This is an optimization exercise on Yosys and OpenROAD, whose aim is small area, a short achievable clock period and few clock cycles per item, not a production implementation.
Only the layout flow was run in this run; the RTL was not checked for function there.
Power figures rest on the tool's default switching activity, not on a simulated workload.

--- flow/run.sh ---
#!/bin/bash
# The standard layout, with two changes:
#  - one extra step between synthesis and floorplan: flow/bubble.py removes
#    the inverters that Yosys's full-adder extraction leaves around full
#    adders (a full adder is self-dual, so it can work on complemented inputs
#    and give complemented outputs instead). Registers and the logic
#    function are unchanged.
#  - the I/O ports are buffered with buf_2 cells instead of the default
#    delay-buffer cells.
set -uo pipefail
R=$PWD/orfs/results/sky130hd/part4_mac/base
P='BUFFER_PORTS_ARGS=-buffer_cell sky130_fd_sc_hd__buf_2'
bash standard.sh "$P" synth > synth.log 2>&1 || exit 1
cp "$R/1_2_yosys.v" 1_2_yosys_standard.v
python3 flow/bubble.py 1_2_yosys_standard.v "$R/1_2_yosys.v" > bubble.log 2>&1 || exit 1
touch "$R/1_2_yosys.v"
bash standard.sh "$P" finish > standard.log 2>&1
--- flow/bubble.py ---
#!/usr/bin/env python3
"""Remove inverters around full-adder cells in a flat Yosys netlist.

A full adder is self-dual: FA(~a, ~b, ~c) = (~sum, ~cout). Yosys's full-adder
extraction often builds adders whose inputs and outputs all go through
inverters. This pass removes every inverter that does not drive a port,
chooses for each full adder whether it works on true or complemented
signals so that as few signals as possible are needed in both polarities,
and puts back one inverter per signal that is still needed inverted.
The logic function of every register input and output port is unchanged.

usage: bubble.py netlist.v [out.v]
"""
import re
import sys
from collections import defaultdict

OUT_PINS = {'X', 'Y', 'Q', 'Q_N', 'SUM', 'COUT', 'HI', 'LO'}
src = open(sys.argv[1]).read()
dst = sys.argv[2] if len(sys.argv) > 2 else sys.argv[1]

m = re.search(r'^\s*module\s+(\S+)\s*\((.*?)\);', src, re.S | re.M)
top = m.group(1)
# port bit names
ports = set()
for d, rng, names in re.findall(r'^\s*(input|output|inout)\s*(\[\d+:\d+\])?\s*([^;]+);', src, re.M):
    for n in names.split(','):
        n = n.strip()
        if rng:
            hi, lo = map(int, rng[1:-1].split(':'))
            for i in range(min(hi, lo), max(hi, lo) + 1):
                ports.add(f'{n}[{i}]')
        else:
            ports.add(n)

inst_re = re.compile(r'^\s*(sky130_fd_sc_hd__\w+)\s+(\S+)\s*\((.*?)\);\s*$', re.S | re.M)
pin_re = re.compile(r'\.(\w+)\((.*?)\)\s*(?:,|$)', re.S)


raw = {}


def norm(net):
    r = net.strip()
    net = r
    if net.startswith('\\'):
        net = net[1:].strip()
    raw.setdefault(net, r + (' ' if r.startswith('\\') else ''))
    return net


def vname(net):
    """net name as written in Verilog"""
    if net in raw:
        return raw[net]
    if re.fullmatch(r'[A-Za-z_][A-Za-z0-9_$]*(\[\d+\])?', net):
        return net
    if re.fullmatch(r'.*\[\d+\]', net):
        b, i = re.fullmatch(r'(.*)(\[\d+\])', net).groups()
        if re.fullmatch(r'[A-Za-z_][A-Za-z0-9_$]*', b):
            return net
        return '\\' + b + ' ' + i
    return '\\' + net + ' '


insts = []
for mm in inst_re.finditer(src):
    typ, name, body = mm.groups()
    pins = [(p, norm(n)) for p, n in pin_re.findall(body)]
    insts.append({'type': typ, 'name': name, 'pins': pins, 'span': mm.span()})

driver = {}
for k, it in enumerate(insts):
    for p, n in it['pins']:
        if p in OUT_PINS:
            driver[n] = (k, p)


def is_inv(it):
    return re.match(r'sky130_fd_sc_hd__(clk)?inv_\d+$', it['type']) is not None


def is_fa(it):
    return re.match(r'sky130_fd_sc_hd__fa_\d+$', it['type']) is not None


def pin(it, p):
    for q, n in it['pins']:
        if q == p:
            return n
    return None


removable = set()
for k, it in enumerate(insts):
    if is_inv(it) and pin(it, 'Y') not in ports and pin(it, 'A') is not None:
        removable.add(k)

memo = {}


def base(net):
    """(base net, polarity) of a net, looking through removable inverters"""
    if net in memo:
        return memo[net]
    d = driver.get(net)
    if d is not None and d[0] in removable:
        b, p = base(pin(insts[d[0]], 'A'))
        r = (b, p ^ 1)
    else:
        r = (net, 0)
    memo[net] = r
    return r


fas = [k for k, it in enumerate(insts) if is_fa(it)]
flippable = set()
for k in fas:
    outs = [pin(insts[k], 'SUM'), pin(insts[k], 'COUT')]
    if not any(o in ports for o in outs if o):
        flippable.add(k)

flip = defaultdict(int)
phys = defaultdict(int)
cnt = defaultdict(lambda: [0, 0])
demands = []          # (inst, pin, base, pol)
by_inst = defaultdict(list)
for k, it in enumerate(insts):
    if k in removable:
        continue
    for p, n in it['pins']:
        if p in OUT_PINS or n == '' or "'" in n:
            continue
        b, pol = base(n)
        demands.append([k, p, b, pol])
        by_inst[k].append(len(demands) - 1)
        cnt[b][pol] += 1


def needs(b):
    return 1 if cnt[b][phys[b] ^ 1] > 0 else 0


before = sum(needs(b) for b in list(cnt))
changed = True
passes = 0
while changed and passes < 50:
    changed = False
    passes += 1
    for k in fas:
        if k not in flippable:
            continue
        it = insts[k]
        outs = [o for o in (pin(it, 'SUM'), pin(it, 'COUT')) if o]
        aff = set(demands[i][2] for i in by_inst[k]) | set(outs)
        old = sum(needs(b) for b in aff)
        for i in by_inst[k]:
            d = demands[i]
            cnt[d[2]][d[3]] -= 1
            d[3] ^= 1
            cnt[d[2]][d[3]] += 1
        for o in outs:
            phys[o] ^= 1
        new = sum(needs(b) for b in aff)
        if new < old:
            flip[k] ^= 1
            changed = True
        else:   # undo
            for i in by_inst[k]:
                d = demands[i]
                cnt[d[2]][d[3]] -= 1
                d[3] ^= 1
                cnt[d[2]][d[3]] += 1
            for o in outs:
                phys[o] ^= 1
after = sum(needs(b) for b in list(cnt))

# rebuild
invnet = {}
newinst = []
newwires = []
conn = {}
for k, p, b, pol in demands:
    if pol == phys[b]:
        conn[(k, p)] = b
    else:
        if b not in invnet:
            j = len(invnet)
            invnet[b] = f'bbl_n{j}'
            newwires.append(f'bbl_n{j}')
            newinst.append(f'  sky130_fd_sc_hd__inv_1 bbl_i{j} (\n    .A({vname(b)}),\n    .Y(bbl_n{j})\n  );\n')
        conn[(k, p)] = invnet[b]

out = []
pos = 0
for k, it in enumerate(insts):
    s, e = it['span']
    out.append(src[pos:s])
    pos = e
    if k in removable:
        continue
    lines = [f'  {it["type"]} {it["name"]} (']
    pl = []
    for p, n in it['pins']:
        n2 = conn.get((k, p), n)
        pl.append(f'    .{p}({vname(n2) if n2 else ""})')
    lines.append(',\n'.join(pl))
    lines.append('  );')
    out.append('\n'.join(lines))
rest = src[pos:]
i = rest.rfind('endmodule')
out.append(rest[:i] + ''.join(newinst) + rest[i:])
text = ''.join(out)
# declare the new wires after the module header
hdr_end = m.end()
decl = ''.join(f'  wire {w};\n' for w in newwires)
text = text[:hdr_end] + '\n' + decl + text[hdr_end:]
open(dst, 'w').write(text)
print(f'bubble: {len(removable)} inverters removed, {len(invnet)} added '
      f'({before} -> {after} by count), {sum(flip.values())} of {len(fas)} full adders flipped',
      file=sys.stderr)
--- standard.sh ---
#!/bin/bash
# synth_recipe.tcl (not shown) runs the flow's synth.tcl, then flattens the netlist and writes it again
# the make line also repeats each setting of config.mk as NAME=value (left out here)
make -C /OpenROAD-flow-scripts/flow DESIGN_CONFIG=/design/flow/config.mk WORK_HOME=/design/flow/orfs CLKGATE_MAP_FILE= SYNTH_SCRIPT=/design/flow/synth_recipe.tcl "${@:-finish}"
--- config.mk ---
export PLATFORM = sky130hd
export DESIGN_NAME = part4_mac
export DESIGN_NICKNAME = part4_mac
export VERILOG_FILES = /design/flow/design.v
export SDC_FILE = /design/flow/constraint.sdc
export NUM_CORES = 4
export LEC_CHECK = 0
export CAP_MARGIN = 20
export CORE_MARGIN = 2
export CORE_UTILIZATION = 65
export CTS_BUF_LIST = sky130_fd_sc_hd__clkbuf_4 sky130_fd_sc_hd__clkbuf_8
export PLACE_DENSITY = 0.75
export SETUP_SLACK_MARGIN = 3.1
export SLEW_MARGIN = 20
export TNS_END_PERCENT = 10
--- constraint.sdc ---
create_clock -name core_clock -period 6.0 [get_ports {clk}]
set_input_delay 1.2000 -clock core_clock [delete_from_list [all_inputs] [get_ports {clk}]]
set_output_delay 1.2000 -clock core_clock [all_outputs]
set_load 0.01 [all_outputs]
--- design.v ---
module part4_mac(clk, reset, a, b, f, valid_in, valid_out);
    input clk, reset, valid_in;
    input signed [13:0] a, b;
    output logic signed [27:0] f;
    output logic valid_out;
  logic [13:0] a_r;
  logic [6:0] neg_r, one_r, two_r;
  logic pp0_1;
  logic pp0_2;
  logic pp0_3;
  logic pp0_4;
  logic pp0_5;
  logic pp0_6;
  logic pp0_7;
  logic pp0_8;
  logic pp0_9;
  logic pp0_10;
  logic pp0_11;
  logic pp0_12;
  logic pp0_13;
  logic pp0_14;
  logic pp0_15;
  logic pp1_16;
  logic pp1_17;
  logic pp1_18;
  logic pp1_19;
  logic pp1_20;
  logic pp1_21;
  logic pp1_22;
  logic pp1_23;
  logic pp1_24;
  logic pp1_25;
  logic pp1_26;
  logic pp1_27;
  logic pp1_28;
  logic pp1_29;
  logic pp1_30;
  logic pp2_31;
  logic pp2_32;
  logic pp2_33;
  logic pp2_34;
  logic pp2_35;
  logic pp2_36;
  logic pp2_37;
  logic pp2_38;
  logic pp2_39;
  logic pp2_40;
  logic pp2_41;
  logic pp2_42;
  logic pp2_43;
  logic pp2_44;
  logic pp2_45;
  logic pp3_46;
  logic pp3_47;
  logic pp3_48;
  logic pp3_49;
  logic pp3_50;
  logic pp3_51;
  logic pp3_52;
  logic pp3_53;
  logic pp3_54;
  logic pp3_55;
  logic pp3_56;
  logic pp3_57;
  logic pp3_58;
  logic pp3_59;
  logic pp3_60;
  logic pp4_61;
  logic pp4_62;
  logic pp4_63;
  logic pp4_64;
  logic pp4_65;
  logic pp4_66;
  logic pp4_67;
  logic pp4_68;
  logic pp4_69;
  logic pp4_70;
  logic pp4_71;
  logic pp4_72;
  logic pp4_73;
  logic pp4_74;
  logic pp4_75;
  logic pp5_76;
  logic pp5_77;
  logic pp5_78;
  logic pp5_79;
  logic pp5_80;
  logic pp5_81;
  logic pp5_82;
  logic pp5_83;
  logic pp5_84;
  logic pp5_85;
  logic pp5_86;
  logic pp5_87;
  logic pp5_88;
  logic pp5_89;
  logic pp5_90;
  logic pp6_91;
  logic pp6_92;
  logic pp6_93;
  logic pp6_94;
  logic pp6_95;
  logic pp6_96;
  logic pp6_97;
  logic pp6_98;
  logic pp6_99;
  logic pp6_100;
  logic pp6_101;
  logic pp6_102;
  logic pp6_103;
  logic pp6_104;
  logic pp6_105;
  logic s106;
  logic c107;
  logic s108;
  logic c109;
  logic s110;
  logic c111;
  logic s112;
  logic c113;
  logic s114;
  logic c115;
  logic s116;
  logic c117;
  logic s118;
  logic c119;
  logic s120;
  logic c121;
  logic s122;
  logic c123;
  logic s124;
  logic c125;
  logic s126;
  logic c127;
  logic s128;
  logic c129;
  logic s130;
  logic c131;
  logic s132;
  logic c133;
  logic s134;
  logic c135;
  logic s136;
  logic c137;
  logic s138;
  logic c139;
  logic s140;
  logic c141;
  logic s142;
  logic c143;
  logic s144;
  logic c145;
  logic s146;
  logic c147;
  logic s148;
  logic c149;
  logic s150;
  logic c151;
  logic s152;
  logic c153;
  logic s154;
  logic c155;
  logic s156;
  logic c157;
  logic s158;
  logic c159;
  logic s160;
  logic c161;
  logic s162;
  logic c163;
  logic s164;
  logic c165;
  logic s166;
  logic c167;
  logic s168;
  logic c169;
  logic s170;
  logic c171;
  logic s172;
  logic c173;
  logic s174;
  logic c175;
  logic s176;
  logic c177;
  logic s178;
  logic c179;
  logic s180;
  logic c181;
  logic s182;
  logic c183;
  logic s184;
  logic c185;
  logic s186;
  logic c187;
  logic s188;
  logic c189;
  logic s190;
  logic c191;
  logic s192;
  logic c193;
  logic s194;
  logic c195;
  logic s196;
  logic c197;
  logic s198;
  logic c199;
  logic s200;
  logic c201;
  logic s202;
  logic c203;
  logic s204;
  logic c205;
  logic s206;
  logic c207;
  logic s208;
  logic c209;
  logic s210;
  logic c211;
  logic s212;
  logic c213;
  logic s214;
  logic c215;
  logic s216;
  logic c217;
  logic s218;
  logic c219;
  logic s220;
  logic c221;
  logic s222;
  logic c223;
  logic s224;
  logic c225;
  logic s226;
  logic c227;
  logic s228;
  logic c229;
  logic s230;
  logic c231;
  logic s232;
  logic c233;
  logic s234;
  logic c235;
  logic s236;
  logic c237;
  logic s238;
  logic c239;
  logic s240;
  logic c241;
  logic s242;
  logic c243;
  logic s244;
  logic c245;
  logic s246;
  logic c247;
  logic s248;
  logic c249;
  logic s250;
  logic c251;
  logic s252;
  logic c253;
  logic s254;
  logic c255;
  logic s256;
  logic c257;
  logic s258;
  logic c259;
  logic s260;
  logic c261;
  logic s262;
  logic c263;
  logic s264;
  logic c265;
  logic s266;
  logic c267;
  logic s268;
  logic c269;
  logic s270;
  logic c271;
  logic s272;
  logic c273;
  logic s274;
  logic c275;
  logic s276;
  logic c277;
  logic s278;
  logic c279;
  logic s280;
  logic c281;
  logic s282;
  logic c283;
  logic s284;
  logic c285;
  logic s286;
  logic c287;
  logic s288;
  logic c289;
  logic s290;
  logic c291;
  logic s292;
  logic c293;
  logic s294;
  logic c295;
  logic s296;
  logic c297;
  logic s298;
  logic c299;
  logic s300;
  logic c301;
  logic s302;
  logic c303;
  logic s304;
  logic c305;
  logic s306;
  logic c307;
  logic s308;
  logic c309;
  logic s310;
  logic c311;
  logic s312;
  logic c313;
  logic s314;
  logic c315;
  logic s316;
  logic c317;
  logic s318;
  logic c319;
  logic s320;
  logic c321;
  logic s322;
  logic c323;
  logic s324;
  logic c325;
  logic s326;
  logic c327;
  logic s328;
  logic c329;
  logic [27:0] sa;
  logic [27:0] accx;
  logic r1_c0_0;
  logic r1_c0_1;
  logic r1_c1_0;
  logic r1_c2_0;
  logic r1_c2_1;
  logic r1_c3_0;
  logic r1_c3_1;
  logic r1_c4_0;
  logic r1_c4_1;
  logic r1_c5_0;
  logic r1_c5_1;
  logic r1_c6_0;
  logic r1_c6_1;
  logic r1_c7_0;
  logic r1_c7_1;
  logic r1_c8_0;
  logic r1_c8_1;
  logic r1_c9_0;
  logic r1_c9_1;
  logic r1_c10_0;
  logic r1_c10_1;
  logic r1_c11_0;
  logic r1_c11_1;
  logic r1_c12_0;
  logic r1_c12_1;
  logic r1_c13_0;
  logic r1_c13_1;
  logic r1_c14_0;
  logic r1_c14_1;
  logic r1_c15_0;
  logic r1_c15_1;
  logic r1_c16_0;
  logic r1_c16_1;
  logic r1_c17_0;
  logic r1_c17_1;
  logic r1_c18_0;
  logic r1_c18_1;
  logic r1_c19_0;
  logic r1_c19_1;
  logic r1_c20_0;
  logic r1_c20_1;
  logic r1_c21_0;
  logic r1_c21_1;
  logic r1_c22_0;
  logic r1_c22_1;
  logic r1_c23_0;
  logic r1_c23_1;
  logic r1_c24_0;
  logic r1_c24_1;
  logic r1_c25_0;
  logic r1_c25_1;
  logic r1_c26_0;
  logic r1_c26_1;
  logic [1:0] sgn;
  logic sp_r;
  assign sp_r = sgn[1];
  assign pp0_1 = (one_r[0] & a_r[0]) ^ neg_r[0];
  assign pp0_2 = ((one_r[0] & a_r[1]) | (two_r[0] & a_r[0])) ^ neg_r[0];
  assign pp0_3 = ((one_r[0] & a_r[2]) | (two_r[0] & a_r[1])) ^ neg_r[0];
  assign pp0_4 = ((one_r[0] & a_r[3]) | (two_r[0] & a_r[2])) ^ neg_r[0];
  assign pp0_5 = ((one_r[0] & a_r[4]) | (two_r[0] & a_r[3])) ^ neg_r[0];
  assign pp0_6 = ((one_r[0] & a_r[5]) | (two_r[0] & a_r[4])) ^ neg_r[0];
  assign pp0_7 = ((one_r[0] & a_r[6]) | (two_r[0] & a_r[5])) ^ neg_r[0];
  assign pp0_8 = ((one_r[0] & a_r[7]) | (two_r[0] & a_r[6])) ^ neg_r[0];
  assign pp0_9 = ((one_r[0] & a_r[8]) | (two_r[0] & a_r[7])) ^ neg_r[0];
  assign pp0_10 = ((one_r[0] & a_r[9]) | (two_r[0] & a_r[8])) ^ neg_r[0];
  assign pp0_11 = ((one_r[0] & a_r[10]) | (two_r[0] & a_r[9])) ^ neg_r[0];
  assign pp0_12 = ((one_r[0] & a_r[11]) | (two_r[0] & a_r[10])) ^ neg_r[0];
  assign pp0_13 = ((one_r[0] & a_r[12]) | (two_r[0] & a_r[11])) ^ neg_r[0];
  assign pp0_14 = ((one_r[0] & a_r[13]) | (two_r[0] & a_r[12])) ^ neg_r[0];
  assign pp0_15 = ~(((one_r[0] & a_r[13]) | (two_r[0] & a_r[13])) ^ neg_r[0]);
  assign pp1_16 = (one_r[1] & a_r[0]) ^ neg_r[1];
  assign pp1_17 = ((one_r[1] & a_r[1]) | (two_r[1] & a_r[0])) ^ neg_r[1];
  assign pp1_18 = ((one_r[1] & a_r[2]) | (two_r[1] & a_r[1])) ^ neg_r[1];
  assign pp1_19 = ((one_r[1] & a_r[3]) | (two_r[1] & a_r[2])) ^ neg_r[1];
  assign pp1_20 = ((one_r[1] & a_r[4]) | (two_r[1] & a_r[3])) ^ neg_r[1];
  assign pp1_21 = ((one_r[1] & a_r[5]) | (two_r[1] & a_r[4])) ^ neg_r[1];
  assign pp1_22 = ((one_r[1] & a_r[6]) | (two_r[1] & a_r[5])) ^ neg_r[1];
  assign pp1_23 = ((one_r[1] & a_r[7]) | (two_r[1] & a_r[6])) ^ neg_r[1];
  assign pp1_24 = ((one_r[1] & a_r[8]) | (two_r[1] & a_r[7])) ^ neg_r[1];
  assign pp1_25 = ((one_r[1] & a_r[9]) | (two_r[1] & a_r[8])) ^ neg_r[1];
  assign pp1_26 = ((one_r[1] & a_r[10]) | (two_r[1] & a_r[9])) ^ neg_r[1];
  assign pp1_27 = ((one_r[1] & a_r[11]) | (two_r[1] & a_r[10])) ^ neg_r[1];
  assign pp1_28 = ((one_r[1] & a_r[12]) | (two_r[1] & a_r[11])) ^ neg_r[1];
  assign pp1_29 = ((one_r[1] & a_r[13]) | (two_r[1] & a_r[12])) ^ neg_r[1];
  assign pp1_30 = ~(((one_r[1] & a_r[13]) | (two_r[1] & a_r[13])) ^ neg_r[1]);
  assign pp2_31 = (one_r[2] & a_r[0]) ^ neg_r[2];
  assign pp2_32 = ((one_r[2] & a_r[1]) | (two_r[2] & a_r[0])) ^ neg_r[2];
  assign pp2_33 = ((one_r[2] & a_r[2]) | (two_r[2] & a_r[1])) ^ neg_r[2];
  assign pp2_34 = ((one_r[2] & a_r[3]) | (two_r[2] & a_r[2])) ^ neg_r[2];
  assign pp2_35 = ((one_r[2] & a_r[4]) | (two_r[2] & a_r[3])) ^ neg_r[2];
  assign pp2_36 = ((one_r[2] & a_r[5]) | (two_r[2] & a_r[4])) ^ neg_r[2];
  assign pp2_37 = ((one_r[2] & a_r[6]) | (two_r[2] & a_r[5])) ^ neg_r[2];
  assign pp2_38 = ((one_r[2] & a_r[7]) | (two_r[2] & a_r[6])) ^ neg_r[2];
  assign pp2_39 = ((one_r[2] & a_r[8]) | (two_r[2] & a_r[7])) ^ neg_r[2];
  assign pp2_40 = ((one_r[2] & a_r[9]) | (two_r[2] & a_r[8])) ^ neg_r[2];
  assign pp2_41 = ((one_r[2] & a_r[10]) | (two_r[2] & a_r[9])) ^ neg_r[2];
  assign pp2_42 = ((one_r[2] & a_r[11]) | (two_r[2] & a_r[10])) ^ neg_r[2];
  assign pp2_43 = ((one_r[2] & a_r[12]) | (two_r[2] & a_r[11])) ^ neg_r[2];
  assign pp2_44 = ((one_r[2] & a_r[13]) | (two_r[2] & a_r[12])) ^ neg_r[2];
  assign pp2_45 = ~(((one_r[2] & a_r[13]) | (two_r[2] & a_r[13])) ^ neg_r[2]);
  assign pp3_46 = (one_r[3] & a_r[0]) ^ neg_r[3];
  assign pp3_47 = ((one_r[3] & a_r[1]) | (two_r[3] & a_r[0])) ^ neg_r[3];
  assign pp3_48 = ((one_r[3] & a_r[2]) | (two_r[3] & a_r[1])) ^ neg_r[3];
  assign pp3_49 = ((one_r[3] & a_r[3]) | (two_r[3] & a_r[2])) ^ neg_r[3];
  assign pp3_50 = ((one_r[3] & a_r[4]) | (two_r[3] & a_r[3])) ^ neg_r[3];
  assign pp3_51 = ((one_r[3] & a_r[5]) | (two_r[3] & a_r[4])) ^ neg_r[3];
  assign pp3_52 = ((one_r[3] & a_r[6]) | (two_r[3] & a_r[5])) ^ neg_r[3];
  assign pp3_53 = ((one_r[3] & a_r[7]) | (two_r[3] & a_r[6])) ^ neg_r[3];
  assign pp3_54 = ((one_r[3] & a_r[8]) | (two_r[3] & a_r[7])) ^ neg_r[3];
  assign pp3_55 = ((one_r[3] & a_r[9]) | (two_r[3] & a_r[8])) ^ neg_r[3];
  assign pp3_56 = ((one_r[3] & a_r[10]) | (two_r[3] & a_r[9])) ^ neg_r[3];
  assign pp3_57 = ((one_r[3] & a_r[11]) | (two_r[3] & a_r[10])) ^ neg_r[3];
  assign pp3_58 = ((one_r[3] & a_r[12]) | (two_r[3] & a_r[11])) ^ neg_r[3];
  assign pp3_59 = ((one_r[3] & a_r[13]) | (two_r[3] & a_r[12])) ^ neg_r[3];
  assign pp3_60 = ~(((one_r[3] & a_r[13]) | (two_r[3] & a_r[13])) ^ neg_r[3]);
  assign pp4_61 = (one_r[4] & a_r[0]) ^ neg_r[4];
  assign pp4_62 = ((one_r[4] & a_r[1]) | (two_r[4] & a_r[0])) ^ neg_r[4];
  assign pp4_63 = ((one_r[4] & a_r[2]) | (two_r[4] & a_r[1])) ^ neg_r[4];
  assign pp4_64 = ((one_r[4] & a_r[3]) | (two_r[4] & a_r[2])) ^ neg_r[4];
  assign pp4_65 = ((one_r[4] & a_r[4]) | (two_r[4] & a_r[3])) ^ neg_r[4];
  assign pp4_66 = ((one_r[4] & a_r[5]) | (two_r[4] & a_r[4])) ^ neg_r[4];
  assign pp4_67 = ((one_r[4] & a_r[6]) | (two_r[4] & a_r[5])) ^ neg_r[4];
  assign pp4_68 = ((one_r[4] & a_r[7]) | (two_r[4] & a_r[6])) ^ neg_r[4];
  assign pp4_69 = ((one_r[4] & a_r[8]) | (two_r[4] & a_r[7])) ^ neg_r[4];
  assign pp4_70 = ((one_r[4] & a_r[9]) | (two_r[4] & a_r[8])) ^ neg_r[4];
  assign pp4_71 = ((one_r[4] & a_r[10]) | (two_r[4] & a_r[9])) ^ neg_r[4];
  assign pp4_72 = ((one_r[4] & a_r[11]) | (two_r[4] & a_r[10])) ^ neg_r[4];
  assign pp4_73 = ((one_r[4] & a_r[12]) | (two_r[4] & a_r[11])) ^ neg_r[4];
  assign pp4_74 = ((one_r[4] & a_r[13]) | (two_r[4] & a_r[12])) ^ neg_r[4];
  assign pp4_75 = ~(((one_r[4] & a_r[13]) | (two_r[4] & a_r[13])) ^ neg_r[4]);
  assign pp5_76 = (one_r[5] & a_r[0]) ^ neg_r[5];
  assign pp5_77 = ((one_r[5] & a_r[1]) | (two_r[5] & a_r[0])) ^ neg_r[5];
  assign pp5_78 = ((one_r[5] & a_r[2]) | (two_r[5] & a_r[1])) ^ neg_r[5];
  assign pp5_79 = ((one_r[5] & a_r[3]) | (two_r[5] & a_r[2])) ^ neg_r[5];
  assign pp5_80 = ((one_r[5] & a_r[4]) | (two_r[5] & a_r[3])) ^ neg_r[5];
  assign pp5_81 = ((one_r[5] & a_r[5]) | (two_r[5] & a_r[4])) ^ neg_r[5];
  assign pp5_82 = ((one_r[5] & a_r[6]) | (two_r[5] & a_r[5])) ^ neg_r[5];
  assign pp5_83 = ((one_r[5] & a_r[7]) | (two_r[5] & a_r[6])) ^ neg_r[5];
  assign pp5_84 = ((one_r[5] & a_r[8]) | (two_r[5] & a_r[7])) ^ neg_r[5];
  assign pp5_85 = ((one_r[5] & a_r[9]) | (two_r[5] & a_r[8])) ^ neg_r[5];
  assign pp5_86 = ((one_r[5] & a_r[10]) | (two_r[5] & a_r[9])) ^ neg_r[5];
  assign pp5_87 = ((one_r[5] & a_r[11]) | (two_r[5] & a_r[10])) ^ neg_r[5];
  assign pp5_88 = ((one_r[5] & a_r[12]) | (two_r[5] & a_r[11])) ^ neg_r[5];
  assign pp5_89 = ((one_r[5] & a_r[13]) | (two_r[5] & a_r[12])) ^ neg_r[5];
  assign pp5_90 = ~(((one_r[5] & a_r[13]) | (two_r[5] & a_r[13])) ^ neg_r[5]);
  assign pp6_91 = (one_r[6] & a_r[0]) ^ neg_r[6];
  assign pp6_92 = ((one_r[6] & a_r[1]) | (two_r[6] & a_r[0])) ^ neg_r[6];
  assign pp6_93 = ((one_r[6] & a_r[2]) | (two_r[6] & a_r[1])) ^ neg_r[6];
  assign pp6_94 = ((one_r[6] & a_r[3]) | (two_r[6] & a_r[2])) ^ neg_r[6];
  assign pp6_95 = ((one_r[6] & a_r[4]) | (two_r[6] & a_r[3])) ^ neg_r[6];
  assign pp6_96 = ((one_r[6] & a_r[5]) | (two_r[6] & a_r[4])) ^ neg_r[6];
  assign pp6_97 = ((one_r[6] & a_r[6]) | (two_r[6] & a_r[5])) ^ neg_r[6];
  assign pp6_98 = ((one_r[6] & a_r[7]) | (two_r[6] & a_r[6])) ^ neg_r[6];
  assign pp6_99 = ((one_r[6] & a_r[8]) | (two_r[6] & a_r[7])) ^ neg_r[6];
  assign pp6_100 = ((one_r[6] & a_r[9]) | (two_r[6] & a_r[8])) ^ neg_r[6];
  assign pp6_101 = ((one_r[6] & a_r[10]) | (two_r[6] & a_r[9])) ^ neg_r[6];
  assign pp6_102 = ((one_r[6] & a_r[11]) | (two_r[6] & a_r[10])) ^ neg_r[6];
  assign pp6_103 = ((one_r[6] & a_r[12]) | (two_r[6] & a_r[11])) ^ neg_r[6];
  assign pp6_104 = ((one_r[6] & a_r[13]) | (two_r[6] & a_r[12])) ^ neg_r[6];
  assign pp6_105 = ~(((one_r[6] & a_r[13]) | (two_r[6] & a_r[13])) ^ neg_r[6]);
  assign s106 = neg_r[5] ^ pp5_76;
  assign c107 = neg_r[5] & pp5_76;
  assign s108 = pp5_77 ^ pp4_64;
  assign c109 = pp5_77 & pp4_64;
  assign s110 = neg_r[6] ^ pp6_91 ^ pp5_78;
  assign c111 = (neg_r[6] & pp6_91) | (neg_r[6] & pp5_78) | (pp6_91 & pp5_78);
  assign s112 = pp4_65 ^ pp3_52;
  assign c113 = pp4_65 & pp3_52;
  assign s114 = pp6_92 ^ pp5_79 ^ pp4_66;
  assign c115 = (pp6_92 & pp5_79) | (pp6_92 & pp4_66) | (pp5_79 & pp4_66);
  assign s116 = pp3_53 ^ pp2_40;
  assign c117 = pp3_53 & pp2_40;
  assign s118 = 1'b1 ^ pp6_93 ^ pp5_80;
  assign c119 = (1'b1 & pp6_93) | (1'b1 & pp5_80) | (pp6_93 & pp5_80);
  assign s120 = pp4_67 ^ pp3_54 ^ pp2_41;
  assign c121 = (pp4_67 & pp3_54) | (pp4_67 & pp2_41) | (pp3_54 & pp2_41);
  assign s122 = 1'b1 ^ pp6_94 ^ pp5_81;
  assign c123 = (1'b1 & pp6_94) | (1'b1 & pp5_81) | (pp6_94 & pp5_81);
  assign s124 = pp4_68 ^ pp3_55;
  assign c125 = pp4_68 & pp3_55;
  assign s126 = pp6_95 ^ pp5_82 ^ pp4_69;
  assign c127 = (pp6_95 & pp5_82) | (pp6_95 & pp4_69) | (pp5_82 & pp4_69);
  assign s128 = 1'b1 ^ pp6_96;
  assign c129 = 1'b1 & pp6_96;
  assign s130 = neg_r[3] ^ pp3_46;
  assign c131 = neg_r[3] & pp3_46;
  assign s132 = pp3_47 ^ pp2_34;
  assign c133 = pp3_47 & pp2_34;
  assign s134 = neg_r[4] ^ pp4_61 ^ pp3_48;
  assign c135 = (neg_r[4] & pp4_61) | (neg_r[4] & pp3_48) | (pp4_61 & pp3_48);
  assign s136 = pp2_35 ^ pp1_22;
  assign c137 = pp2_35 & pp1_22;
  assign s138 = pp4_62 ^ pp3_49 ^ pp2_36;
  assign c139 = (pp4_62 & pp3_49) | (pp4_62 & pp2_36) | (pp3_49 & pp2_36);
  assign s140 = pp1_23 ^ pp0_10;
  assign c141 = pp1_23 & pp0_10;
  assign s142 = pp4_63 ^ pp3_50 ^ pp2_37;
  assign c143 = (pp4_63 & pp3_50) | (pp4_63 & pp2_37) | (pp3_50 & pp2_37);
  assign s144 = pp1_24 ^ pp0_11 ^ s106;
  assign c145 = (pp1_24 & pp0_11) | (pp1_24 & s106) | (pp0_11 & s106);
  assign s146 = pp3_51 ^ pp2_38 ^ pp1_25;
  assign c147 = (pp3_51 & pp2_38) | (pp3_51 & pp1_25) | (pp2_38 & pp1_25);
  assign s148 = pp0_12 ^ s108 ^ c107;
  assign c149 = (pp0_12 & s108) | (pp0_12 & c107) | (s108 & c107);
  assign s150 = pp2_39 ^ pp1_26 ^ pp0_13;
  assign c151 = (pp2_39 & pp1_26) | (pp2_39 & pp0_13) | (pp1_26 & pp0_13);
  assign s152 = s112 ^ s110 ^ c109;
  assign c153 = (s112 & s110) | (s112 & c109) | (s110 & c109);
  assign s154 = pp1_27 ^ pp0_14 ^ s116;
  assign c155 = (pp1_27 & pp0_14) | (pp1_27 & s116) | (pp0_14 & s116);
  assign s156 = s114 ^ c113 ^ c111;
  assign c157 = (s114 & c113) | (s114 & c111) | (c113 & c111);
  assign s158 = pp1_28 ^ pp0_15 ^ s120;
  assign c159 = (pp1_28 & pp0_15) | (pp1_28 & s120) | (pp0_15 & s120);
  assign s160 = s118 ^ c117 ^ c115;
  assign c161 = (s118 & c117) | (s118 & c115) | (c117 & c115);
  assign s162 = pp2_42 ^ pp1_29 ^ s124;
  assign c163 = (pp2_42 & pp1_29) | (pp2_42 & s124) | (pp1_29 & s124);
  assign s164 = s122 ^ c121 ^ c119;
  assign c165 = (s122 & c121) | (s122 & c119) | (c121 & c119);
  assign s166 = pp3_56 ^ pp2_43 ^ pp1_30;
  assign c167 = (pp3_56 & pp2_43) | (pp3_56 & pp1_30) | (pp2_43 & pp1_30);
  assign s168 = s126 ^ c125 ^ c123;
  assign c169 = (s126 & c125) | (s126 & c123) | (c125 & c123);
  assign s170 = pp5_83 ^ pp4_70 ^ pp3_57;
  assign c171 = (pp5_83 & pp4_70) | (pp5_83 & pp3_57) | (pp4_70 & pp3_57);
  assign s172 = pp2_44 ^ s128 ^ c127;
  assign c173 = (pp2_44 & s128) | (pp2_44 & c127) | (s128 & c127);
  assign s174 = pp6_97 ^ pp5_84 ^ pp4_71;
  assign c175 = (pp6_97 & pp5_84) | (pp6_97 & pp4_71) | (pp5_84 & pp4_71);
  assign s176 = pp3_58 ^ pp2_45 ^ c129;
  assign c177 = (pp3_58 & pp2_45) | (pp3_58 & c129) | (pp2_45 & c129);
  assign s178 = 1'b1 ^ pp6_98 ^ pp5_85;
  assign c179 = (1'b1 & pp6_98) | (1'b1 & pp5_85) | (pp6_98 & pp5_85);
  assign s180 = pp4_72 ^ pp3_59;
  assign c181 = pp4_72 & pp3_59;
  assign s182 = pp6_99 ^ pp5_86 ^ pp4_73;
  assign c183 = (pp6_99 & pp5_86) | (pp6_99 & pp4_73) | (pp5_86 & pp4_73);
  assign s184 = 1'b1 ^ pp6_100;
  assign c185 = 1'b1 & pp6_100;
  assign s186 = neg_r[2] ^ pp2_31;
  assign c187 = neg_r[2] & pp2_31;
  assign s188 = pp2_32 ^ pp1_19;
  assign c189 = pp2_32 & pp1_19;
  assign s190 = pp2_33 ^ pp1_20 ^ pp0_7;
  assign c191 = (pp2_33 & pp1_20) | (pp2_33 & pp0_7) | (pp1_20 & pp0_7);
  assign s192 = pp1_21 ^ pp0_8 ^ s132;
  assign c193 = (pp1_21 & pp0_8) | (pp1_21 & s132) | (pp0_8 & s132);
  assign s194 = pp0_9 ^ s136 ^ s134;
  assign c195 = (pp0_9 & s136) | (pp0_9 & s134) | (s136 & s134);
  assign s196 = s140 ^ s138 ^ c137;
  assign c197 = (s140 & s138) | (s140 & c137) | (s138 & c137);
  assign s198 = s144 ^ s142 ^ c141;
  assign c199 = (s144 & s142) | (s144 & c141) | (s142 & c141);
  assign s200 = s148 ^ s146 ^ c145;
  assign c201 = (s148 & s146) | (s148 & c145) | (s146 & c145);
  assign s202 = s152 ^ s150 ^ c149;
  assign c203 = (s152 & s150) | (s152 & c149) | (s150 & c149);
  assign s204 = s156 ^ s154 ^ c153;
  assign c205 = (s156 & s154) | (s156 & c153) | (s154 & c153);
  assign s206 = s160 ^ s158 ^ c157;
  assign c207 = (s160 & s158) | (s160 & c157) | (s158 & c157);
  assign s208 = s164 ^ s162 ^ c161;
  assign c209 = (s164 & s162) | (s164 & c161) | (s162 & c161);
  assign s210 = s168 ^ s166 ^ c165;
  assign c211 = (s168 & s166) | (s168 & c165) | (s166 & c165);
  assign s212 = s172 ^ s170 ^ c169;
  assign c213 = (s172 & s170) | (s172 & c169) | (s170 & c169);
  assign s214 = s176 ^ s174 ^ c173;
  assign c215 = (s176 & s174) | (s176 & c173) | (s174 & c173);
  assign s216 = s180 ^ s178 ^ c177;
  assign c217 = (s180 & s178) | (s180 & c177) | (s178 & c177);
  assign s218 = pp3_60 ^ s182 ^ c181;
  assign c219 = (pp3_60 & s182) | (pp3_60 & c181) | (s182 & c181);
  assign s220 = pp5_87 ^ pp4_74 ^ s184;
  assign c221 = (pp5_87 & pp4_74) | (pp5_87 & s184) | (pp4_74 & s184);
  assign s222 = pp6_101 ^ pp5_88 ^ pp4_75;
  assign c223 = (pp6_101 & pp5_88) | (pp6_101 & pp4_75) | (pp5_88 & pp4_75);
  assign s224 = 1'b1 ^ pp6_102;
  assign c225 = 1'b1 & pp6_102;
  assign s226 = neg_r[1] ^ pp1_16;
  assign c227 = neg_r[1] & pp1_16;
  assign s228 = pp1_17 ^ pp0_4;
  assign c229 = pp1_17 & pp0_4;
  assign s230 = pp1_18 ^ pp0_5 ^ s186;
  assign c231 = (pp1_18 & pp0_5) | (pp1_18 & s186) | (pp0_5 & s186);
  assign s232 = pp0_6 ^ s188 ^ c187;
  assign c233 = (pp0_6 & s188) | (pp0_6 & c187) | (s188 & c187);
  assign s234 = s130 ^ s190 ^ c189;
  assign c235 = (s130 & s190) | (s130 & c189) | (s190 & c189);
  assign s236 = c131 ^ s192 ^ c191;
  assign c237 = (c131 & s192) | (c131 & c191) | (s192 & c191);
  assign s238 = c133 ^ s194 ^ c193;
  assign c239 = (c133 & s194) | (c133 & c193) | (s194 & c193);
  assign s240 = c135 ^ s196 ^ c195;
  assign c241 = (c135 & s196) | (c135 & c195) | (s196 & c195);
  assign s242 = c139 ^ s198 ^ c197;
  assign c243 = (c139 & s198) | (c139 & c197) | (s198 & c197);
  assign s244 = c143 ^ s200 ^ c199;
  assign c245 = (c143 & s200) | (c143 & c199) | (s200 & c199);
  assign s246 = c147 ^ s202 ^ c201;
  assign c247 = (c147 & s202) | (c147 & c201) | (s202 & c201);
  assign s248 = c151 ^ s204 ^ c203;
  assign c249 = (c151 & s204) | (c151 & c203) | (s204 & c203);
  assign s250 = c155 ^ s206 ^ c205;
  assign c251 = (c155 & s206) | (c155 & c205) | (s206 & c205);
  assign s252 = c159 ^ s208 ^ c207;
  assign c253 = (c159 & s208) | (c159 & c207) | (s208 & c207);
  assign s254 = c163 ^ s210 ^ c209;
  assign c255 = (c163 & s210) | (c163 & c209) | (s210 & c209);
  assign s256 = c167 ^ s212 ^ c211;
  assign c257 = (c167 & s212) | (c167 & c211) | (s212 & c211);
  assign s258 = c171 ^ s214 ^ c213;
  assign c259 = (c171 & s214) | (c171 & c213) | (s214 & c213);
  assign s260 = c175 ^ s216 ^ c215;
  assign c261 = (c175 & s216) | (c175 & c215) | (s216 & c215);
  assign s262 = c179 ^ s218 ^ c217;
  assign c263 = (c179 & s218) | (c179 & c217) | (s218 & c217);
  assign s264 = c183 ^ s220 ^ c219;
  assign c265 = (c183 & s220) | (c183 & c219) | (s220 & c219);
  assign s266 = c185 ^ s222 ^ c221;
  assign c267 = (c185 & s222) | (c185 & c221) | (s222 & c221);
  assign s268 = pp5_89 ^ s224 ^ c223;
  assign c269 = (pp5_89 & s224) | (pp5_89 & c223) | (s224 & c223);
  assign s270 = pp6_103 ^ pp5_90 ^ c225;
  assign c271 = (pp6_103 & pp5_90) | (pp6_103 & c225) | (pp5_90 & c225);
  assign s272 = 1'b1 ^ pp6_104;
  assign c273 = 1'b1 & pp6_104;
  assign s274 = accx[0] ^ r1_c0_0 ^ r1_c0_1;
  assign c275 = (accx[0] & r1_c0_0) | (accx[0] & r1_c0_1) | (r1_c0_0 & r1_c0_1);
  assign s276 = accx[1] ^ r1_c1_0;
  assign c277 = accx[1] & r1_c1_0;
  assign s278 = accx[2] ^ r1_c2_0 ^ r1_c2_1;
  assign c279 = (accx[2] & r1_c2_0) | (accx[2] & r1_c2_1) | (r1_c2_0 & r1_c2_1);
  assign s280 = accx[3] ^ r1_c3_0 ^ r1_c3_1;
  assign c281 = (accx[3] & r1_c3_0) | (accx[3] & r1_c3_1) | (r1_c3_0 & r1_c3_1);
  assign s282 = accx[4] ^ r1_c4_0 ^ r1_c4_1;
  assign c283 = (accx[4] & r1_c4_0) | (accx[4] & r1_c4_1) | (r1_c4_0 & r1_c4_1);
  assign s284 = accx[5] ^ r1_c5_0 ^ r1_c5_1;
  assign c285 = (accx[5] & r1_c5_0) | (accx[5] & r1_c5_1) | (r1_c5_0 & r1_c5_1);
  assign s286 = accx[6] ^ r1_c6_0 ^ r1_c6_1;
  assign c287 = (accx[6] & r1_c6_0) | (accx[6] & r1_c6_1) | (r1_c6_0 & r1_c6_1);
  assign s288 = accx[7] ^ r1_c7_0 ^ r1_c7_1;
  assign c289 = (accx[7] & r1_c7_0) | (accx[7] & r1_c7_1) | (r1_c7_0 & r1_c7_1);
  assign s290 = accx[8] ^ r1_c8_0 ^ r1_c8_1;
  assign c291 = (accx[8] & r1_c8_0) | (accx[8] & r1_c8_1) | (r1_c8_0 & r1_c8_1);
  assign s292 = accx[9] ^ r1_c9_0 ^ r1_c9_1;
  assign c293 = (accx[9] & r1_c9_0) | (accx[9] & r1_c9_1) | (r1_c9_0 & r1_c9_1);
  assign s294 = accx[10] ^ r1_c10_0 ^ r1_c10_1;
  assign c295 = (accx[10] & r1_c10_0) | (accx[10] & r1_c10_1) | (r1_c10_0 & r1_c10_1);
  assign s296 = accx[11] ^ r1_c11_0 ^ r1_c11_1;
  assign c297 = (accx[11] & r1_c11_0) | (accx[11] & r1_c11_1) | (r1_c11_0 & r1_c11_1);
  assign s298 = accx[12] ^ r1_c12_0 ^ r1_c12_1;
  assign c299 = (accx[12] & r1_c12_0) | (accx[12] & r1_c12_1) | (r1_c12_0 & r1_c12_1);
  assign s300 = accx[13] ^ r1_c13_0 ^ r1_c13_1;
  assign c301 = (accx[13] & r1_c13_0) | (accx[13] & r1_c13_1) | (r1_c13_0 & r1_c13_1);
  assign s302 = accx[14] ^ r1_c14_0 ^ r1_c14_1;
  assign c303 = (accx[14] & r1_c14_0) | (accx[14] & r1_c14_1) | (r1_c14_0 & r1_c14_1);
  assign s304 = accx[15] ^ r1_c15_0 ^ r1_c15_1;
  assign c305 = (accx[15] & r1_c15_0) | (accx[15] & r1_c15_1) | (r1_c15_0 & r1_c15_1);
  assign s306 = accx[16] ^ r1_c16_0 ^ r1_c16_1;
  assign c307 = (accx[16] & r1_c16_0) | (accx[16] & r1_c16_1) | (r1_c16_0 & r1_c16_1);
  assign s308 = accx[17] ^ r1_c17_0 ^ r1_c17_1;
  assign c309 = (accx[17] & r1_c17_0) | (accx[17] & r1_c17_1) | (r1_c17_0 & r1_c17_1);
  assign s310 = accx[18] ^ r1_c18_0 ^ r1_c18_1;
  assign c311 = (accx[18] & r1_c18_0) | (accx[18] & r1_c18_1) | (r1_c18_0 & r1_c18_1);
  assign s312 = accx[19] ^ r1_c19_0 ^ r1_c19_1;
  assign c313 = (accx[19] & r1_c19_0) | (accx[19] & r1_c19_1) | (r1_c19_0 & r1_c19_1);
  assign s314 = accx[20] ^ r1_c20_0 ^ r1_c20_1;
  assign c315 = (accx[20] & r1_c20_0) | (accx[20] & r1_c20_1) | (r1_c20_0 & r1_c20_1);
  assign s316 = accx[21] ^ r1_c21_0 ^ r1_c21_1;
  assign c317 = (accx[21] & r1_c21_0) | (accx[21] & r1_c21_1) | (r1_c21_0 & r1_c21_1);
  assign s318 = accx[22] ^ r1_c22_0 ^ r1_c22_1;
  assign c319 = (accx[22] & r1_c22_0) | (accx[22] & r1_c22_1) | (r1_c22_0 & r1_c22_1);
  assign s320 = accx[23] ^ r1_c23_0 ^ r1_c23_1;
  assign c321 = (accx[23] & r1_c23_0) | (accx[23] & r1_c23_1) | (r1_c23_0 & r1_c23_1);
  assign s322 = accx[24] ^ r1_c24_0 ^ r1_c24_1;
  assign c323 = (accx[24] & r1_c24_0) | (accx[24] & r1_c24_1) | (r1_c24_0 & r1_c24_1);
  assign s324 = accx[25] ^ r1_c25_0 ^ r1_c25_1;
  assign c325 = (accx[25] & r1_c25_0) | (accx[25] & r1_c25_1) | (r1_c25_0 & r1_c25_1);
  assign s326 = accx[26] ^ r1_c26_0 ^ r1_c26_1;
  assign c327 = (accx[26] & r1_c26_0) | (accx[26] & r1_c26_1) | (r1_c26_0 & r1_c26_1);
  assign s328 = accx[27] ^ 1'b1;
  assign c329 = accx[27] & 1'b1;
  assign sa = {s328, s326, s324, s322, s320, s318, s316, s314, s312, s310, s308, s306, s304, s302, s300, s298, s296, s294, s292, s290, s288, s286, s284, s282, s280, s278, s276, s274} + {c327, c325, c323, c321, c319, c317, c315, c313, c311, c309, c307, c305, c303, c301, c299, c297, c295, c293, c291, c289, c287, c285, c283, c281, c279, c277, c275, 1'b0};
  logic [1:0] v;       
  logic [0:0] rd;      
  logic take;
  assign take = valid_in & ~reset;
  always_ff @(posedge clk) begin
    a_r <= take ? a : 14'd0;    
    neg_r[0] <= b[1];
    one_r[0] <= b[0] ^ 1'b0;
    two_r[0] <= (b[1] ^ b[0]) & ~(b[0] ^ 1'b0);
    neg_r[1] <= b[3];
    one_r[1] <= b[2] ^ b[1];
    two_r[1] <= (b[3] ^ b[2]) & ~(b[2] ^ b[1]);
    neg_r[2] <= b[5];
    one_r[2] <= b[4] ^ b[3];
    two_r[2] <= (b[5] ^ b[4]) & ~(b[4] ^ b[3]);
    neg_r[3] <= b[7];
    one_r[3] <= b[6] ^ b[5];
    two_r[3] <= (b[7] ^ b[6]) & ~(b[6] ^ b[5]);
    neg_r[4] <= b[9];
    one_r[4] <= b[8] ^ b[7];
    two_r[4] <= (b[9] ^ b[8]) & ~(b[8] ^ b[7]);
    neg_r[5] <= b[11];
    one_r[5] <= b[10] ^ b[9];
    two_r[5] <= (b[11] ^ b[10]) & ~(b[10] ^ b[9]);
    neg_r[6] <= b[13];
    one_r[6] <= b[12] ^ b[11];
    two_r[6] <= (b[13] ^ b[12]) & ~(b[12] ^ b[11]);
    sgn <= {sgn, a[13] ^ b[13]};
    r1_c0_0 <= pp0_1;
    r1_c0_1 <= neg_r[0];
    r1_c1_0 <= pp0_2;
    r1_c2_0 <= s226;
    r1_c2_1 <= pp0_3;
    r1_c3_0 <= c227;
    r1_c3_1 <= s228;
    r1_c4_0 <= c229;
    r1_c4_1 <= s230;
    r1_c5_0 <= c231;
    r1_c5_1 <= s232;
    r1_c6_0 <= c233;
    r1_c6_1 <= s234;
    r1_c7_0 <= c235;
    r1_c7_1 <= s236;
    r1_c8_0 <= c237;
    r1_c8_1 <= s238;
    r1_c9_0 <= c239;
    r1_c9_1 <= s240;
    r1_c10_0 <= c241;
    r1_c10_1 <= s242;
    r1_c11_0 <= c243;
    r1_c11_1 <= s244;
    r1_c12_0 <= c245;
    r1_c12_1 <= s246;
    r1_c13_0 <= c247;
    r1_c13_1 <= s248;
    r1_c14_0 <= c249;
    r1_c14_1 <= s250;
    r1_c15_0 <= c251;
    r1_c15_1 <= s252;
    r1_c16_0 <= c253;
    r1_c16_1 <= s254;
    r1_c17_0 <= c255;
    r1_c17_1 <= s256;
    r1_c18_0 <= c257;
    r1_c18_1 <= s258;
    r1_c19_0 <= c259;
    r1_c19_1 <= s260;
    r1_c20_0 <= c261;
    r1_c20_1 <= s262;
    r1_c21_0 <= c263;
    r1_c21_1 <= s264;
    r1_c22_0 <= c265;
    r1_c22_1 <= s266;
    r1_c23_0 <= c267;
    r1_c23_1 <= s268;
    r1_c24_0 <= c269;
    r1_c24_1 <= s270;
    r1_c25_0 <= c271;
    r1_c25_1 <= s272;
    r1_c26_0 <= c273;
    r1_c26_1 <= pp6_105;
  end
  always_ff @(posedge clk) begin
    if (reset) begin
      v <= '0;
      valid_out <= 1'b0;
    end else begin
      v <= {v, valid_in};
      valid_out <= v[1];
    end
    rd <= reset;
  end
  logic [27:0] sum, raw;
  logic ovp, ovn, zr, clr, keep, ovp_n, ovn_n;
  assign clr = reset | (|rd);
  assign accx[26:0] = {27{ovp}} | (raw[26:0] & {27{keep}});
  assign accx[27] = ovn | (raw[27] & ~ovp & ~zr);
  assign f = accx;
  assign sum = {sa[27], sa[26], sa[25], sa[24], sa[23], sa[22], sa[21], sa[20], sa[19], sa[18], sa[17], sa[16], sa[15], sa[14], sa[13], sa[12], sa[11], sa[10], sa[9], sa[8], sa[7], sa[6], sa[5], sa[4], sa[3], sa[2], sa[1], sa[0]};
  assign ovp_n = ~clr & ~accx[27] & ~sp_r & sum[27];
  assign ovn_n = ~clr & accx[27] & sp_r & ~sum[27];
  always_ff @(posedge clk) begin
    raw <= sum;
    zr <= clr;
    ovp <= ovp_n;
    ovn <= ovn_n;
    keep <= ~clr & ~ovn_n;    
  end
endmodule
==> results.txt <==
cells in the final DEF, fill, tap and decap left out, types with 3 or more instances in the layout:
cell type	n
xnor2_1	85
clkinvlp_4	5
a22oi_1	89
fa_1	85
dfxtp_2	10
ha_1	23
buf_12	3
nand3_1	8
buf_4	25
buf_2	59
xor2_1	47
o21bai_1	5
dfxtp_1	98
nor3_1	3
nand2_1	34
and2_1	18
buf_6	3
o21ai_0	23
nor2_1	18
nor2b_1	8
ha_4	8
ha_2	9
a21o_1	36
nand4_1	4
inv_1	35
fa_2	3
dfxtp_4	18
a21oi_1	24
clkbuf_8	20
a21oi_2	8
o21ai_1	3
o21a_1	4
cell type report:
class                      instances  area (sq um)  share of cell area, %
tap                              172           215                   2.19
multi-input combinational        592          5850                   59.6
clock buffer                      21           283                   2.88
sequential                       126          2600                   26.5
clock inverter                    11           133                   1.35
inverter                          36           135                   1.38
timing repair buffer              91           602                   6.13
routing by layer:
metal,vias up,part of all wire (%),wire length [um],track usage (%)
met1,3112,42,8950,43.3
li1,2880,-,-,-
met5,-,0,0,0
met2,360,46,9830,48.1
met3,70,9.0,1910,6.90
met4,0,3.0,639,11.7
power by group:
part / switching (mW) / internal [mW]
clock network: 0.358 / 0.410
logic: 2.34 / 1.88
registers: 0.198 / 1.15
total: 2.90 / 3.44
worst max path at each step:
stage                     startpoint  endpoint  slack [ns]  cells after the start
after detailed placement        keep       ovp        2.36                     10
after CTS                       keep      keep        2.88                     12
after global placement          keep   raw[21]        2.45                     12
final                         a_r[4]  r1_c16_1        2.92                      7
after global routing            keep      keep        2.83                     12
after floorplan             neg_r[5]  r1_c13_1        2.97                      8
critical path: stages (launching register included):
cell,delay [ns]
dfxtp_2,0.52
a22oi_1,0.13
xor2_1,0.20
fa_1,0.58
fa_1,0.47
fa_1,0.56
inv_1,0.06
fa_1,0.44
state kept, by name (all words and copies together), names as in the netlist, 2 cells and up:
name / cells
v: 2
a_r: 14
one_r: 7
sgn: 2
two_r: 7
neg_r: 7
raw: 28
timing repair:
item,4_1_cts,5_1_grt
gates cloned,0,1
setup endpoints to repair,69,36
resized for setup,46,58
hold buffers,0,0
pin swaps,12,27
buffers inserted,19,12
==> reports/summary.json <==
{
  "outcome": {
    "run_status": "finished clean"
  },
  "timing": {
    "maxSlewHeadroom_pct": 40.0,
    "maxSlewViolCount": 0,
    "period_needed_ns": 3.08,
    "timing.hold.ws_ns": 0.364,
    "timing.fmax_mhz": 324,
    "hold_violations": 0,
    "grt_setup_unrepaired": "true",
    "final.period_utilization_pct": 51.4,
    "finClkSkew_ns": 0.00986,
    "setup_viol": 0,
    "worst-slew-pin-transition_ns": 0.898,
    "final.setup.worst_slack_ns": 2.92,
    "timing.setup.tns_ns": 0
  },
  "clock_tree": {
    "clkSlewWorstSetupHoldPaths_ns": 0.08,
    "clk_path_buf_depth": 2,
    "clock_sinks": 126,
    "clockRootBuffer": "clkbuf_8",
    "cts-buffers-inserted": 17,
    "clock_tree.htree_level_count": 4,
    "tritoncts": "yes",
    "clock_latency_ns": 0.46
  },
  "die": {
    "die_y_um": 118,
    "die_footprint_sq_um": 14000,
    "pin_count": 60,
    "initial_core_util_pct": 66.9,
    "rows": 41,
    "die_w_um": 118,
    "floorplan.core_area_sq_um": 12700
  },
  "power": {
    "worst_vdd_drop_v": 0.000362,
    "power.static_leakage_nw": 4.08,
    "cellPowerDensity_nw_per_um2": 645,
    "total_power_mw": 6.34
  },
  "yosys": {
    "netlist_instances": 810,
    "yosysWarningCount": 1,
    "synth.cell_area_sq_um": 8480,
    "postSynthAreaPerCell_sq_um": 10.5,
    "syn_nets": 969
  },
  "place": {
    "dpl_cell_area_sq_um": 8770,
    "worst_slack_placed_ns": 2.36,
    "io_buffer_count": 59,
    "detailed_place_hpwl_um": 14200,
    "place.gp.congestion": 0.925,
    "inst_count_dp": 985
  },
  "setup_path": {
    "rr_startpoint": "a_r[4]",
    "critical_path_startpoint_category": "flop",
    "worst-path-max-fanout": 14,
    "setup.worst_path.end_class": "flop",
    "worst-r2r-cell-count": 7,
    "critical_path_arrival_ns": 3.42,
    "regToRegEndpoint": "r1_c16_1",
    "timing.critical_path.required_ns": 6.33,
    "ff2ff_setup_slack_ns": 2.92,
    "worstSetupPathType": "flop to flop"
  },
  "global_route": {
    "first_pass_grt_wire_length_um": 34400,
    "globalRoute.totalOverflow": 0,
    "pin_count_of_the_biggest_net_entering_global_routing": 17,
    "grt_util_all_layers_pct": 31.2,
    "number_of_global_route_vias_before_repair": 6647,
    "antenna_found_initial": 0
  },
  "worst_hold_path": {
    "startpoint_of_the_lowest_slack_hold_path": "sgn[0]",
    "worst_hold_path.endpoint": "sgn[1]",
    "worstHoldPathCells": 0,
    "worstHoldPathType": "flop to flop"
  },
  "finish": {
    "final_cell_area_sq_um": 9820,
    "layout.cells.non_filler": 1049,
    "utilization_pct": 77.5,
    "number_of_fill_cells": 857,
    "finalNetCount": 1023,
    "area.growth.synth_to_final_pct": 15.9,
    "antenna_cells": 0,
    "drive_above_1_share_pct": 24.5
  },
  "drt": {
    "drt-initial-drc-count": 837,
    "total_via_count_after_detailed_routing": 6422,
    "route.detailed.wl_per_inst_um": 20.3,
    "vias_per_cell": 6.12,
    "route.antenna.remaining_nets": 0,
    "finalWirelength_um": 21300,
    "drt_pass1_iterations": 5,
    "detail_route.drc_violations": 0
  },
  "flow_run": {
    "drv_cap": 0
  }
}

-- re-timing with driven ports --
The results above use ideal ports. As a check the final layout listed here was re-extracted and re-timed, cells and wires unchanged.
Step 1 (the two cells are an assumption about what drives the block):
set clk [get_ports {clk}]
set_driving_cell -lib_cell sky130_fd_sc_hd__clkbuf_16 $clk
set_driving_cell -lib_cell sky130_fd_sc_hd__buf_2 [delete_from_list [all_inputs] $clk]
Step 2 also shifts input and output timing later by t, the mid clock arrival at the registers, as if the neighbouring blocks saw the same clock.
Three values: ideal ports, drivers, drivers and shift; two values: the first two.
t, ns: 0.489
setup WS [ns]: 2.916 / 2.916 / 2.916
clock arrival spread, ns: 0.010 / 0.010
After both steps setup and hold are still met in this run. For this run, drivers alone change the setup slack by 0.000 ns; drivers and shift together by 0.000 ns.
